Background: an optimization exercise with open tools, aiming at small area. Do not read the settings as production practice. At most, simulation tests tie the RTL to the original design; equivalence was not proved.

==> inputs of tundra <==
==> flow/design.v (excerpt) <==
module cordic_dds (
  input             clk,
  input             rst_n,
  input             cfg_vld,
  input      [31:0] cfg_freq_word,
  input      [31:0] cfg_phase_word,
  output reg        sig_vld_o,
  output     [15:0] sin_o,
  output     [15:0] cos_o
);
  reg [31:0] phase_accum;
  reg [31:0] add_freq_wd;
  reg [4:0]  pro_cnt;
  wire [31:0] acc_sum;
  wire [5:0] acc_sum_k0;
  wire [4:0] acc_sum_s0;
  assign acc_sum_k0[0] = 1'b0;
  assign acc_sum_s0[0] = phase_accum[0] ^ add_freq_wd[0] ^ acc_sum_k0[0];
  assign acc_sum_k0[1] = (phase_accum[0] & add_freq_wd[0]) | (acc_sum_k0[0] & (phase_accum[0] ^ add_freq_wd[0]));
  assign acc_sum_s0[1] = phase_accum[1] ^ add_freq_wd[1] ^ acc_sum_k0[1];
  assign acc_sum_k0[2] = (phase_accum[1] & add_freq_wd[1]) | (acc_sum_k0[1] & (phase_accum[1] ^ add_freq_wd[1]));
  assign acc_sum_s0[2] = phase_accum[2] ^ add_freq_wd[2] ^ acc_sum_k0[2];
  assign acc_sum_k0[3] = (phase_accum[2] & add_freq_wd[2]) | (acc_sum_k0[2] & (phase_accum[2] ^ add_freq_wd[2]));
  assign acc_sum_s0[3] = phase_accum[3] ^ add_freq_wd[3] ^ acc_sum_k0[3];
  assign acc_sum_k0[4] = (phase_accum[3] & add_freq_wd[3]) | (acc_sum_k0[3] & (phase_accum[3] ^ add_freq_wd[3]));
  assign acc_sum_s0[4] = phase_accum[4] ^ add_freq_wd[4] ^ acc_sum_k0[4];
  assign acc_sum_k0[5] = (phase_accum[4] & add_freq_wd[4]) | (acc_sum_k0[4] & (phase_accum[4] ^ add_freq_wd[4]));
  assign acc_sum[4:0] = acc_sum_s0;
  wire acc_sum_c0 = acc_sum_k0[5];
  wire [5:0] acc_sum_k1;
  wire [4:0] acc_sum_s1;
  assign acc_sum_k1[0] = 1'b0;
  assign acc_sum_s1[0] = phase_accum[5] ^ add_freq_wd[5] ^ acc_sum_k1[0];
  assign acc_sum_k1[1] = (phase_accum[5] & add_freq_wd[5]) | (acc_sum_k1[0] & (phase_accum[5] ^ add_freq_wd[5]));
  assign acc_sum_s1[1] = phase_accum[6] ^ add_freq_wd[6] ^ acc_sum_k1[1];
  assign acc_sum_k1[2] = (phase_accum[6] & add_freq_wd[6]) | (acc_sum_k1[1] & (phase_accum[6] ^ add_freq_wd[6]));
  assign acc_sum_s1[2] = phase_accum[7] ^ add_freq_wd[7] ^ acc_sum_k1[2];
  assign acc_sum_k1[3] = (phase_accum[7] & add_freq_wd[7]) | (acc_sum_k1[2] & (phase_accum[7] ^ add_freq_wd[7]));
  assign acc_sum_s1[3] = phase_accum[8] ^ add_freq_wd[8] ^ acc_sum_k1[3];
  assign acc_sum_k1[4] = (phase_accum[8] & add_freq_wd[8]) | (acc_sum_k1[3] & (phase_accum[8] ^ add_freq_wd[8]));
  assign acc_sum_s1[4] = phase_accum[9] ^ add_freq_wd[9] ^ acc_sum_k1[4];
  ...
Settings: LEC_CHECK=0, CAP_MARGIN=20, CORE_MARGIN=2, CORE_UTILIZATION=40, CTS_BUF_LIST=sky130_fd_sc_hd__clkbuf_4, SLEW_MARGIN=20; clock period 5.0 ns.
run.sh (not shown) runs the stock make flow with config.mk's settings and CLKGATE_MAP_FILE= SYNTH_SCRIPT=/design/flow/synth_recipe.tcl, a recipe that flattens the netlist after the stock synthesis.
==> pepper (differences from tundra) <==
--- a/flow/design.v
+++ b/flow/design.v
@@ -5,17 +5,91 @@
   output [15:0] sin_o
 );
   reg        s_r1;
   reg [18:0] z_0;
   always @(posedge clk) begin
     s_r1 <= angle[19] ^ angle[18];
     z_0  <= angle[18:0];
   end
-  wire [17:0] zn_1 = {~z_0[17], z_0[16:0]};
+  wire [17:0] zn_1;
+  wire [5:0] zn_1_k0;
+  wire [4:0] zn_1_s0;
+  assign zn_1_k0[0] = ~z_0[18];
+  assign zn_1_s0[0] = z_0[0] ^ ~z_0[18] ^ zn_1_k0[0];
+  assign zn_1_k0[1] = (z_0[0] & ~z_0[18]) | (zn_1_k0[0] & (z_0[0] ^ ~z_0[18]));
+  assign zn_1_s0[1] = z_0[1] ^ ~z_0[18] ^ zn_1_k0[1];
+  assign zn_1_k0[2] = (z_0[1] & ~z_0[18]) | (zn_1_k0[1] & (z_0[1] ^ ~z_0[18]));
+  assign zn_1_s0[2] = z_0[2] ^ ~z_0[18] ^ zn_1_k0[2];
+  assign zn_1_k0[3] = (z_0[2] & ~z_0[18]) | (zn_1_k0[2] & (z_0[2] ^ ~z_0[18]));
+  assign zn_1_s0[3] = z_0[3] ^ ~z_0[18] ^ zn_1_k0[3];
+  assign zn_1_k0[4] = (z_0[3] & ~z_0[18]) | (zn_1_k0[3] & (z_0[3] ^ ~z_0[18]));
+  assign zn_1_s0[4] = z_0[4] ^ ~z_0[18] ^ zn_1_k0[4];
+  assign zn_1_k0[5] = (z_0[4] & ~z_0[18]) | (zn_1_k0[4] & (z_0[4] ^ ~z_0[18]));
+  assign zn_1[4:0] = zn_1_s0;
+  wire zn_1_c0 = zn_1_k0[5];
+  wire [5:0] zn_1_k1;
+  wire [4:0] zn_1_s1;
+  assign zn_1_k1[0] = 1'b0;
+  assign zn_1_s1[0] = z_0[5] ^ ~z_0[18] ^ zn_1_k1[0];
+  assign zn_1_k1[1] = (z_0[5] & ~z_0[18]) | (zn_1_k1[0] & (z_0[5] ^ ~z_0[18]));
+  assign zn_1_s1[1] = z_0[6] ^ ~z_0[18] ^ zn_1_k1[1];
+  assign zn_1_k1[2] = (z_0[6] & ~z_0[18]) | (zn_1_k1[1] & (z_0[6] ^ ~z_0[18]));
+  assign zn_1_s1[2] = z_0[7] ^ ~z_0[18] ^ zn_1_k1[2];
+  assign zn_1_k1[3] = (z_0[7] & ~z_0[18]) | (zn_1_k1[2] & (z_0[7] ^ ~z_0[18]));
+  assign zn_1_s1[3] = z_0[8] ^ ~z_0[18] ^ zn_1_k1[3];
+  assign zn_1_k1[4] = (z_0[8] & ~z_0[18]) | (zn_1_k1[3] & (z_0[8] ^ ~z_0[18]));
+  assign zn_1_s1[4] = z_0[9] ^ ~z_0[18] ^ zn_1_k1[4];
+  assign zn_1_k1[5] = (z_0[9] & ~z_0[18]) | (zn_1_k1[4] & (z_0[9] ^ ~z_0[18]));
+  wire [5:0] zn_1_p1;
+  assign zn_1_p1[0] = 1'b1;
+  assign zn_1_p1[1] = zn_1_p1[0] & zn_1_s1[0];
+  assign zn_1_p1[2] = zn_1_p1[1] & zn_1_s1[1];
+  assign zn_1_p1[3] = zn_1_p1[2] & zn_1_s1[2];
+  assign zn_1_p1[4] = zn_1_p1[3] & zn_1_s1[3];
+  assign zn_1_p1[5] = zn_1_p1[4] & zn_1_s1[4];
+  assign zn_1[9:5] = zn_1_s1 ^ (zn_1_p1[4:0] & {5{zn_1_c0}});
+  wire zn_1_c1 = zn_1_k1[5] | (zn_1_c0 & zn_1_p1[5]);
+  wire [5:0] zn_1_k2;
+  wire [4:0] zn_1_s2;
+  assign zn_1_k2[0] = 1'b0;
+  assign zn_1_s2[0] = z_0[10] ^ ~z_0[18] ^ zn_1_k2[0];
+  assign zn_1_k2[1] = (z_0[10] & ~z_0[18]) | (zn_1_k2[0] & (z_0[10] ^ ~z_0[18]));
+  assign zn_1_s2[1] = z_0[11] ^ ~z_0[18] ^ zn_1_k2[1];
+  assign zn_1_k2[2] = (z_0[11] & ~z_0[18]) | (zn_1_k2[1] & (z_0[11] ^ ~z_0[18]));
+  assign zn_1_s2[2] = z_0[12] ^ ~z_0[18] ^ zn_1_k2[2];
+  assign zn_1_k2[3] = (z_0[12] & ~z_0[18]) | (zn_1_k2[2] & (z_0[12] ^ ~z_0[18]));
+  assign zn_1_s2[3] = z_0[13] ^ ~z_0[18] ^ zn_1_k2[3];
+  assign zn_1_k2[4] = (z_0[13] & ~z_0[18]) | (zn_1_k2[3] & (z_0[13] ^ ~z_0[18]));
+  assign zn_1_s2[4] = z_0[14] ^ ~z_0[18] ^ zn_1_k2[4];
+  assign zn_1_k2[5] = (z_0[14] & ~z_0[18]) | (zn_1_k2[4] & (z_0[14] ^ ~z_0[18]));
+  wire [5:0] zn_1_p2;
+  assign zn_1_p2[0] = 1'b1;
+  assign zn_1_p2[1] = zn_1_p2[0] & zn_1_s2[0];
+  assign zn_1_p2[2] = zn_1_p2[1] & zn_1_s2[1];
+  assign zn_1_p2[3] = zn_1_p2[2] & zn_1_s2[2];
+  assign zn_1_p2[4] = zn_1_p2[3] & zn_1_s2[3];
+  assign zn_1_p2[5] = zn_1_p2[4] & zn_1_s2[4];
+  assign zn_1[14:10] = zn_1_s2 ^ (zn_1_p2[4:0] & {5{zn_1_c1}});
+  wire zn_1_c2 = zn_1_k2[5] | (zn_1_c1 & zn_1_p2[5]);
+  wire [3:0] zn_1_k3;
+  wire [2:0] zn_1_s3;
+  assign zn_1_k3[0] = 1'b0;
+  assign zn_1_s3[0] = z_0[15] ^ ~z_0[18] ^ zn_1_k3[0];
+  assign zn_1_k3[1] = (z_0[15] & ~z_0[18]) | (zn_1_k3[0] & (z_0[15] ^ ~z_0[18]));
+  assign zn_1_s3[1] = z_0[16] ^ ~z_0[18] ^ zn_1_k3[1];
+  assign zn_1_k3[2] = (z_0[16] & ~z_0[18]) | (zn_1_k3[1] & (z_0[16] ^ ~z_0[18]));
+  assign zn_1_s3[2] = z_0[17] ^ z_0[18] ^ zn_1_k3[2];
+  assign zn_1_k3[3] = (z_0[17] & z_0[18]) | (zn_1_k3[2] & (z_0[17] ^ z_0[18]));
+  wire [3:0] zn_1_p3;
+  assign zn_1_p3[0] = 1'b1;
+  assign zn_1_p3[1] = zn_1_p3[0] & zn_1_s3[0];
+  assign zn_1_p3[2] = zn_1_p3[1] & zn_1_s3[1];
+  assign zn_1_p3[3] = zn_1_p3[2] & zn_1_s3[2];
+  assign zn_1[17:15] = zn_1_s3 ^ (zn_1_p3[2:0] & {3{zn_1_c2}});
   reg [17:0] z_1;
   reg d_1_r2;
   always @(posedge clk) begin z_1 <= zn_1; d_1_r2 <= z_0[18]; end
   wire [17:0] zn_2;
   wire [5:0] zn_2_k0;
   wire [4:0] zn_2_s0;
   assign zn_2_k0[0] = ~z_1[17];
   assign zn_2_s0[0] = z_1[0] ^ ~z_1[17] ^ zn_2_k0[0];
==> flow/config.mk (replaced) <==
export PLATFORM = sky130hd
export DESIGN_NAME = cordic_dds
export DESIGN_NICKNAME = cordic_dds
export VERILOG_FILES = /design/flow/design.v
export SDC_FILE = /design/flow/constraint.sdc
export NUM_CORES = 4
export LEC_CHECK = 0
export CAP_MARGIN = 20
export CORE_MARGIN = 2
export CORE_UTILIZATION = 40
export SLEW_MARGIN = 20
==> notes.md <==
Against pepper, the final cell count of tundra is higher by 1.9%.
Die area: tundra is lower than pepper (0.95%).
In pepper the maximum frequency is lower than in tundra, by 2.0%.
In pepper the clock skew is lower than in tundra, by 15 ps.
In pepper the non-clock buffer count is higher than in tundra, by 13.
Against tundra, the global-route usage of pepper is lower by 0.40 points.
Against pepper, the synthesized area of tundra is smaller by 0.96%.
Flip-flop and latch count is the same in tundra and pepper.
Against tundra, the clock-buffer cell count of pepper is lower by 155.
No functional check of the RTL was part of tundra.

## afterwards: timing with drivers on the ports
Ports are ideal in the flow. The routed layouts listed here were re-timed in OpenROAD. Step 1 assumes that a clkbuf_16 drives the clock port and a buf_2 every other input. Step 2, shift: input delay + t, output delay - t, t = (earliest + latest rising clock arrival at the registers) / 2. This alone moves slack from input paths to output paths. Slacks: no drivers / after step 1 / after step 2; pairs: no drivers / after step 1.
run	t (ns)	setup WS [ns]	slew at the worst register clock pin (ns)
tundra	1.139	0.671 / 0.671 / 0.671	0.08 / 0.08
pepper	0.693	0.585 / 0.585 / 0.585	0.06 / 0.06
After both steps every run listed still meets setup and hold.
